This design comes from an exercise in tuning for small area on the open sky130 flow, not from production work.
Only simulation tests tie the RTL to the original design; equivalence was not proved.
No driver is modelled on the clock port, so clock power and skew are understated where the tree is cut down; a real chip needs a root buffer or a tree.
Power and IR drop assume default switching activity.

==> flow/design.v <==
module dc_router_top (clk, reset, instruction, offset, filesize, acc_done, fft_enable, fir_enable, data_bus_in, data_bus_out, fft_data_in, fir_data_in, fft_data_out, fir_data_out, to_fft_empty, to_fft_full, from_fft_empty, from_fft_full, to_fir_empty, to_fir_full, from_fir_empty, from_fir_full, fft_put_req, fft_get_req, fir_put_req, fir_get_req, ram_read_enable, ram_write_enable, addr);
input clk, reset, to_fft_full, to_fft_empty, from_fft_full, from_fft_empty, to_fir_full, to_fir_empty, from_fir_full, from_fir_empty;
input [31:0] instruction, offset, filesize;
input [31:0] fft_data_in, fir_data_in;
output acc_done, fft_enable, fir_enable, fft_put_req, fft_get_req, fir_put_req, fir_get_req, ram_read_enable, ram_write_enable;
output [31:0] addr;
output [31:0] fft_data_out, fir_data_out;
input [31:0] data_bus_in;
output [31:0] data_bus_out;
reg prev1, prev2;           
reg valid_reg, acc_done_reg;
reg sel_fir_q;              
reg [15:0] rcnt, wcnt;      
reg rdone, wdone;           
wire hi_zero = ~|instruction[31:2];
wire is1 = hi_zero & ~instruction[1] & instruction[0];
wire is2 = hi_zero & instruction[1] & ~instruction[0];
wire fft_read_done  = rdone & ~sel_fir_q;
wire fft_write_done = wdone & ~sel_fir_q;
wire fir_read_done  = rdone & sel_fir_q;
wire fir_write_done = wdone & sel_fir_q;
wire fft_finished = fft_read_done & fft_write_done;
wire fir_finished = fir_read_done & fir_write_done;
wire finished = rdone & wdone;
wire changed = (is1 & ~prev1) | (is2 & ~prev2);
wire valid = changed | (valid_reg & ~finished);
assign fft_enable = ~reset & is1 & valid & ~fft_finished;
assign fir_enable = ~reset & is2 & valid & ~fir_finished;
assign acc_done = ~reset & (finished | (acc_done_reg & ~(valid & (is1 | is2))));
reg fft_to, fft_from, fir_to, fir_from;
always @(*)
begin
	case ({to_fft_empty, to_fft_full, from_fft_empty, from_fft_full})
	4'b0000: {fft_to, fft_from} = 2'b01;
	4'b0001: {fft_to, fft_from} = 2'b01;
	4'b0010: {fft_to, fft_from} = 2'b10;
	4'b0100: {fft_to, fft_from} = 2'b01;
	4'b0101: {fft_to, fft_from} = 2'b01;
	4'b1000: {fft_to, fft_from} = 2'b10;
	4'b1001: {fft_to, fft_from} = 2'b01;
	4'b1010: {fft_to, fft_from} = 2'b10;
	default: {fft_to, fft_from} = 2'b00;
	endcase
	case ({to_fir_empty, to_fir_full, from_fir_empty, from_fir_full})
	4'b0000: {fir_to, fir_from} = 2'b01;
	4'b0001: {fir_to, fir_from} = 2'b01;
	4'b0010: {fir_to, fir_from} = 2'b10;
	4'b0100: {fir_to, fir_from} = 2'b01;
	4'b0101: {fir_to, fir_from} = 2'b01;
	4'b1000: {fir_to, fir_from} = 2'b10;
	4'b1001: {fir_to, fir_from} = 2'b01;
	4'b1010: {fir_to, fir_from} = 2'b10;
	default: {fir_to, fir_from} = 2'b00;
	endcase
end
wire data_to_fft   = fft_enable & fft_to;
wire data_from_fft = fft_enable & fft_from;
wire data_to_fir   = fir_enable & fir_to;
wire data_from_fir = fir_enable & fir_from;
assign fft_put_req = data_to_fft & ~fft_read_done & ~fft_write_done;
assign fft_get_req = data_from_fft & (fft_read_done | ~fft_write_done);
assign fir_put_req = data_to_fir & ~fir_read_done & ~fir_write_done & ~fft_write_done;
assign fir_get_req = data_from_fir & (fir_read_done | (~fir_write_done & ~fft_write_done));
assign ram_read_enable = fft_put_req | fir_put_req;
assign ram_write_enable = fft_get_req | fir_get_req;
assign fft_data_out = data_to_fft ? data_bus_in : 32'b0;
assign fir_data_out = data_to_fir ? data_bus_in : 32'b0;
assign data_bus_out = data_from_fft ? fft_data_in : (data_from_fir ? fir_data_in : 32'b0);
wire enabled = fft_enable | fir_enable;
wire go_read = data_to_fft | data_to_fir;
wire go_write = data_from_fft | data_from_fir;
wire go = go_read | go_write;
wire ins_fft = instruction[0];
wire same = ins_fft ^ sel_fir_q;
wire dir_read = sel_fir_q ? fir_to : fft_to;
wire [15:0] sel_cnt = dir_read ? rcnt : wcnt;
wire [15:0] target = filesize[15:0] - {15'b0, ins_fft};
wire target_zero = ins_fft ? (filesize[15:0] == 16'd1) : (filesize[15:0] == 16'd0);
wire req = same ? (rcnt == target) : target_zero;
wire weq = same ? (wcnt == target) : target_zero;
wire [15:0] inc = same ? sel_cnt + 16'd1 : 16'd1;
wire inc_r = go_read & ~req;
wire inc_w = go_write & ~weq;
wire keep_r = enabled & same & ~inc_r;
wire keep_w = enabled & same & ~inc_w;
wire [15:0] cnt_g = same ? sel_cnt : 16'b0;
wire [16:0] cy;
wire [0:0] hc;
assign cy[0] = 1'b0;
assign hc[0] = cy[16];
genvar i;
generate
	for (i = 0; i < 16; i = i + 1) begin : g_lo
		assign cy[i+1] = (offset[i] & cnt_g[i]) | (cy[i] & (offset[i] | cnt_g[i]));
		assign addr[i] = go & (offset[i] ^ cnt_g[i] ^ cy[i]);
	end
endgenerate
wire [15:0] hi_inc = offset[31:16] + 16'd1;
assign addr[31:16] = go ? (hc[0] ? hi_inc : offset[31:16]) : 16'b0;
always @(posedge clk)
begin
	prev1 <= is1;
	prev2 <= is2;
	valid_reg <= ~reset & valid;
	acc_done_reg <= acc_done;
	sel_fir_q <= fir_enable;
	rdone <= enabled & req;
	wdone <= enabled & weq;
	rcnt <= ({16{inc_r}} & inc) | ({16{keep_r}} & rcnt);
	wcnt <= ({16{inc_w}} & inc) | ({16{keep_w}} & wcnt);
end
endmodule
==> flow/config.mk <==
export PLATFORM = sky130hd
export DESIGN_NAME = dc_router_top
export DESIGN_NICKNAME = dc_router_top
export VERILOG_FILES = /design/flow/design.v
export SDC_FILE = /design/flow/constraint.sdc
export NUM_CORES = 4
export LEC_CHECK = 0
export ABC_AREA = 1
export CAP_MARGIN = 20
export CORE_MARGIN = 2
export CORE_UTILIZATION = 40
export CTS_BUF_LIST = sky130_fd_sc_hd__clkbuf_8
export CTS_CLUSTER_DIAMETER = 200
export CTS_CLUSTER_SIZE = 40
export GPL_TIMING_DRIVEN = 0
export SLEW_MARGIN = 20
==> flow/constraint.sdc <==
create_clock -name core_clock -period 10.0 [get_ports {clk}]
set_input_delay 2.0000 -clock core_clock [delete_from_list [all_inputs] [get_ports {clk}]]
set_output_delay 2.0000 -clock core_clock [all_outputs]
set_load 0.01 [all_outputs]
standard.sh (not shown) runs the stock make flow with config.mk's settings and CLKGATE_MAP_FILE= SYNTH_SCRIPT=/design/flow/synth_recipe.tcl, a recipe that flattens the netlist after the stock synthesis.
==> flow/flow/run.sh <==
#!/bin/bash
set -euo pipefail
HERE=$(pwd)
PLAT=$FLOW_HOME/platforms/$FLOW_PLATFORM
RES=$HERE/orfs/results/$FLOW_PLATFORM/dc_router_top/base
export YOSYS=$FLOW_HOME/../tools/install/yosys/bin/yosys
export LIB=$PLAT/lib/sky130_fd_sc_hd__tt_025C_1v80.lib
export TECH_LEF=$PLAT/lef/sky130_fd_sc_hd.tlef
export SC_LEF=$PLAT/lef/sky130_fd_sc_hd_merged.lef
export TOP=$FLOW_TOP
export SDC=$HERE/constraint.sdc
export DONT_USE=$(awk '/^export DONT_USE_CELLS/{f=1} f{print} f && !/\\$/{f=0}' $PLAT/config.mk | sed 's/export DONT_USE_CELLS *+\?= *//' | tr -d '\\' | tr '\n' ' ')

bash standard.sh synth > synth.log 2>&1
cp $RES/1_2_yosys.v $HERE/std_synth.v

mkdir -p $HERE/resynth $HERE/abcpool
python3 $HERE/flow/abc_pool.py $HERE/abcpool
ls $HERE/abcpool/*.abc | xargs -P ${NUM_CORES:-4} -I{} bash $HERE/flow/try_one.sh {} $HERE > $HERE/resynth_results.txt 2> $HERE/resynth_errors.log || true
best=$(awk '$2 > 0 && $3 > -90 { d = 0.2 - $3; if (d < 0) d = 0; c = $2 + 400 * d; print c, $1, $2, $3 }' $HERE/resynth_results.txt | sort -n | head -1)
echo "chosen: $best" > $HERE/resynth_choice.txt
n=$(echo "$best" | awk '{print $2}')
if [[ -n "$n" ]]; then
  cp $HERE/resynth/$n.v $RES/1_2_yosys.v
  rm -f $RES/1_synth.odb $RES/1_synth.sdc
fi
bash standard.sh "BUFFER_PORTS_ARGS=-buffer_cell sky130_fd_sc_hd__buf_1" "RECOVER_POWER=25" \
  "PRE_CTS_TCL=$HERE/flow/cts_pre.tcl" \
  finish > finish.log 2>&1
==> flow/flow/cts_pre.tcl <==
rename clock_tree_synthesis orfs_clock_tree_synthesis
proc clock_tree_synthesis { args } {
  set block [ord::get_db_block]
  set dbu [$block getDbUnitsPerMicron]
  set net [$block findNet clk]
  set sinks {}
  set sx 0.0
  set sy 0.0
  foreach pin [get_pins -of_objects [get_nets clk]] {
    set loc [[[sta::sta_to_db_pin $pin] getInst] getLocation]
    set x [expr { double([lindex $loc 0]) / $dbu }]
    set y [expr { double([lindex $loc 1]) / $dbu }]
    lappend sinks [list $pin $x $y]
    set sx [expr { $sx + $x }]
    set sy [expr { $sy + $y }]
  }
  set n [llength $sinks]
  set cx [expr { $sx / $n }]
  set cy [expr { $sy / $n }]
  foreach q {0 1 2 3} {
    set pins($q) {}
    set qx($q) 0.0
    set qy($q) 0.0
  }
  foreach s $sinks {
    lassign $s pin x y
    set q [expr { ($x >= $cx ? 1 : 0) + ($y >= $cy ? 2 : 0) }]
    lappend pins($q) $pin
    set qx($q) [expr { $qx($q) + $x }]
    set qy($q) [expr { $qy($q) + $y }]
  }
  foreach q {0 1 2 3} {
    set k [llength $pins($q)]
    if { $k == 0 } { continue }
    set x [expr { $qx($q) / $k }]
    set y [expr { $qy($q) / $k }]
    # clkbuf_4 for up to 9 flip-flops, else clkbuf_8, to keep their clock pins' slew low
    set cell [expr { $k <= 9 ? "sky130_fd_sc_hd__clkbuf_4" : "sky130_fd_sc_hd__clkbuf_8" }]
    puts "Custom clock tree: $cell at ($x, $y) for $k sinks"
    insert_buffer -buffer_cell $cell -net clk -load_pins $pins($q) \
      -location [list $x $y] -buffer_name clkbuf_q$q -net_name clknet_q$q
  }
  foreach it [$net getITerms] {
    foreach bit [[$it getInst] getITerms] {
      set bnet [$bit getNet]
      if { $bnet ne "NULL" && [$bnet getSigType] eq "SIGNAL" } { $bnet setSigType CLOCK }
    }
  }
  set_propagated_clock [all_clocks]
}
Other scripts of this flow, unchanged in this note and not shown: flow/flow/abc_pool.py, flow/flow/resynth.tcl, flow/flow/sta.tcl, flow/flow/try_one.sh
The first run completed with no timing, DRC or antenna violations.
Then changed:
--- a/flow/flow/run.sh
+++ b/flow/flow/run.sh
@@ -26,4 +26,4 @@
 fi
-bash standard.sh "BUFFER_PORTS_ARGS=-buffer_cell sky130_fd_sc_hd__buf_1" "RECOVER_POWER=25" \
-  "PRE_CTS_TCL=$HERE/flow/cts_pre.tcl" \
+bash standard.sh "BUFFER_PORTS_ARGS=-buffer_cell sky130_fd_sc_hd__buf_1" "RECOVER_POWER=100" \
+  "CTS_ARGS=-sink_clustering_enable -repair_clock_nets -dont_use_dummy_load -buf_list sky130_fd_sc_hd__clkbuf_8 -sink_clustering_size 40 -sink_clustering_max_diameter 200" \
   finish > finish.log 2>&1
GPL_TIMING_DRIVEN = not set   (was 0)
removed: flow/flow/cts_pre.tcl
The changed run ran to the end with violations: capacitance limit, slew limit.
Fmax falls by 0.61%.
Via count stays flat.
Sequential share of layout area goes up by 0.12 points.
Worst setup slack degrades by 58 ps.
Global-route usage is higher by 0.20 points.
Worst hold slack stays flat.
Then changed:
--- a/flow/flow/run.sh
+++ b/flow/flow/run.sh
@@ -26,4 +26,4 @@
 fi
-bash standard.sh "BUFFER_PORTS_ARGS=-buffer_cell sky130_fd_sc_hd__buf_1" "RECOVER_POWER=100" \
-  "CTS_ARGS=-sink_clustering_enable -repair_clock_nets -dont_use_dummy_load -buf_list sky130_fd_sc_hd__clkbuf_8 -sink_clustering_size 40 -sink_clustering_max_diameter 200" \
+bash standard.sh "BUFFER_PORTS_ARGS=-buffer_cell sky130_fd_sc_hd__buf_1" "RECOVER_POWER=35" \
+  "PRE_CTS_TCL=$HERE/flow/cts_pre.tcl" \
   finish > finish.log 2>&1
==> flow/flow/cts_pre.tcl (new file) <==
rename clock_tree_synthesis orfs_clock_tree_synthesis
proc clock_tree_synthesis { args } {
  set block [ord::get_db_block]
  set dbu [$block getDbUnitsPerMicron]
  set net [$block findNet clk]
  set sinks {}
  set sx 0.0
  set sy 0.0
  foreach pin [get_pins -of_objects [get_nets clk]] {
    set loc [[[sta::sta_to_db_pin $pin] getInst] getLocation]
    set x [expr { double([lindex $loc 0]) / $dbu }]
    set y [expr { double([lindex $loc 1]) / $dbu }]
    lappend sinks [list $pin $x $y]
    set sx [expr { $sx + $x }]
    set sy [expr { $sy + $y }]
  }
  set n [llength $sinks]
  set cx [expr { $sx / $n }]
  set cy [expr { $sy / $n }]
  foreach q {0 1 2 3} {
    set pins($q) {}
    set qx($q) 0.0
    set qy($q) 0.0
  }
  foreach s $sinks {
    lassign $s pin x y
    set q [expr { ($x >= $cx ? 1 : 0) + ($y >= $cy ? 2 : 0) }]
    lappend pins($q) $pin
    set qx($q) [expr { $qx($q) + $x }]
    set qy($q) [expr { $qy($q) + $y }]
  }
  foreach q {0 1 2 3} {
    set k [llength $pins($q)]
    if { $k == 0 } { continue }
    set x [expr { $qx($q) / $k }]
    set y [expr { $qy($q) / $k }]
    # clkbuf_4 for up to 9 flip-flops, else clkbuf_8, to keep their clock pins' slew low
    set cell [expr { $k <= 9 ? "sky130_fd_sc_hd__clkbuf_4" : "sky130_fd_sc_hd__clkbuf_8" }]
    puts "Custom clock tree: $cell at ($x, $y) for $k sinks"
    insert_buffer -buffer_cell $cell -net clk -load_pins $pins($q) \
      -location [list $x $y] -buffer_name clkbuf_q$q -net_name clknet_q$q
  }
  foreach it [$net getITerms] {
    foreach bit [[$it getInst] getITerms] {
      set bnet [$bit getNet]
      if { $bnet ne "NULL" && [$bnet getSigType] eq "SIGNAL" } { $bnet setSigType CLOCK }
    }
  }
  set_propagated_clock [all_clocks]
}
Result:
- The new run reached the layout checks and failed them: capacitance limit, slew limit
- die area stays the same
- final cell count barely changes
- power fell by 8.5%
- final area is about the same
- synthesized area is unchanged
- worst hold slack barely changes
- setup slack barely changes
- sequential power hardly moves
- routed wire length came out lower by 0.94%
- clock power shrinks by 29%
- synthesized cell count does not change
Then changed:
--- a/flow/flow/run.sh
+++ b/flow/flow/run.sh
@@ -26,4 +26,4 @@
 fi
-bash standard.sh "BUFFER_PORTS_ARGS=-buffer_cell sky130_fd_sc_hd__buf_1" "RECOVER_POWER=35" \
-  "PRE_CTS_TCL=$HERE/flow/cts_pre.tcl" \
+bash standard.sh "BUFFER_PORTS_ARGS=-buffer_cell sky130_fd_sc_hd__buf_1" "RECOVER_POWER=25" \
+  "CTS_ARGS=-sink_clustering_enable -repair_clock_nets -dont_use_dummy_load -buf_list sky130_fd_sc_hd__clkbuf_8 -sink_clustering_size 40 -sink_clustering_max_diameter 200" \
   finish > finish.log 2>&1
CORE_UTILIZATION = 50   (was 40)
removed: flow/flow/cts_pre.tcl
Effect: The changed run stopped in 3_2_place_iop on PPL-0024. Synthesized cell count does not change. Synthesized area stays the same.
In the first and third runs of this note the design's own scripts or RTL, not TritonCTS, make the clock network.

re-timing with driven ports:
How much do the figures lean on ideal ports? The routed layouts below were timed once more, with nothing changed but the port constraints.
Step 1: set_driving_cell puts a clkbuf_16 on clk and a buf_2 on each other input, an assumption about the parent block.
Step 2 adds t to the input delays and takes it off the output delays; t is the mean of the earliest and latest rising clock arrival at the registers after step 1. Input paths then give back, and output paths get back, about the clock's delay inside the block.
Three values: ideal ports, drivers, drivers and shift; two values: the first two.
run | shift t [ns] | setup slack, ns | hold slack, ns | worst setup path after step 2
the first run | 0.201 | 0.469 / 0.442 / 0.442 | 0.494 / 0.494 / 0.494 | input to output
the second run | 0.329 | 0.411 / 0.382 / 0.382 | 0.497 / 0.497 / 0.497 | input to output
the third run | 0.208 | 0.414 / 0.385 / 0.385 | 0.495 / 0.495 / 0.495 | input to output
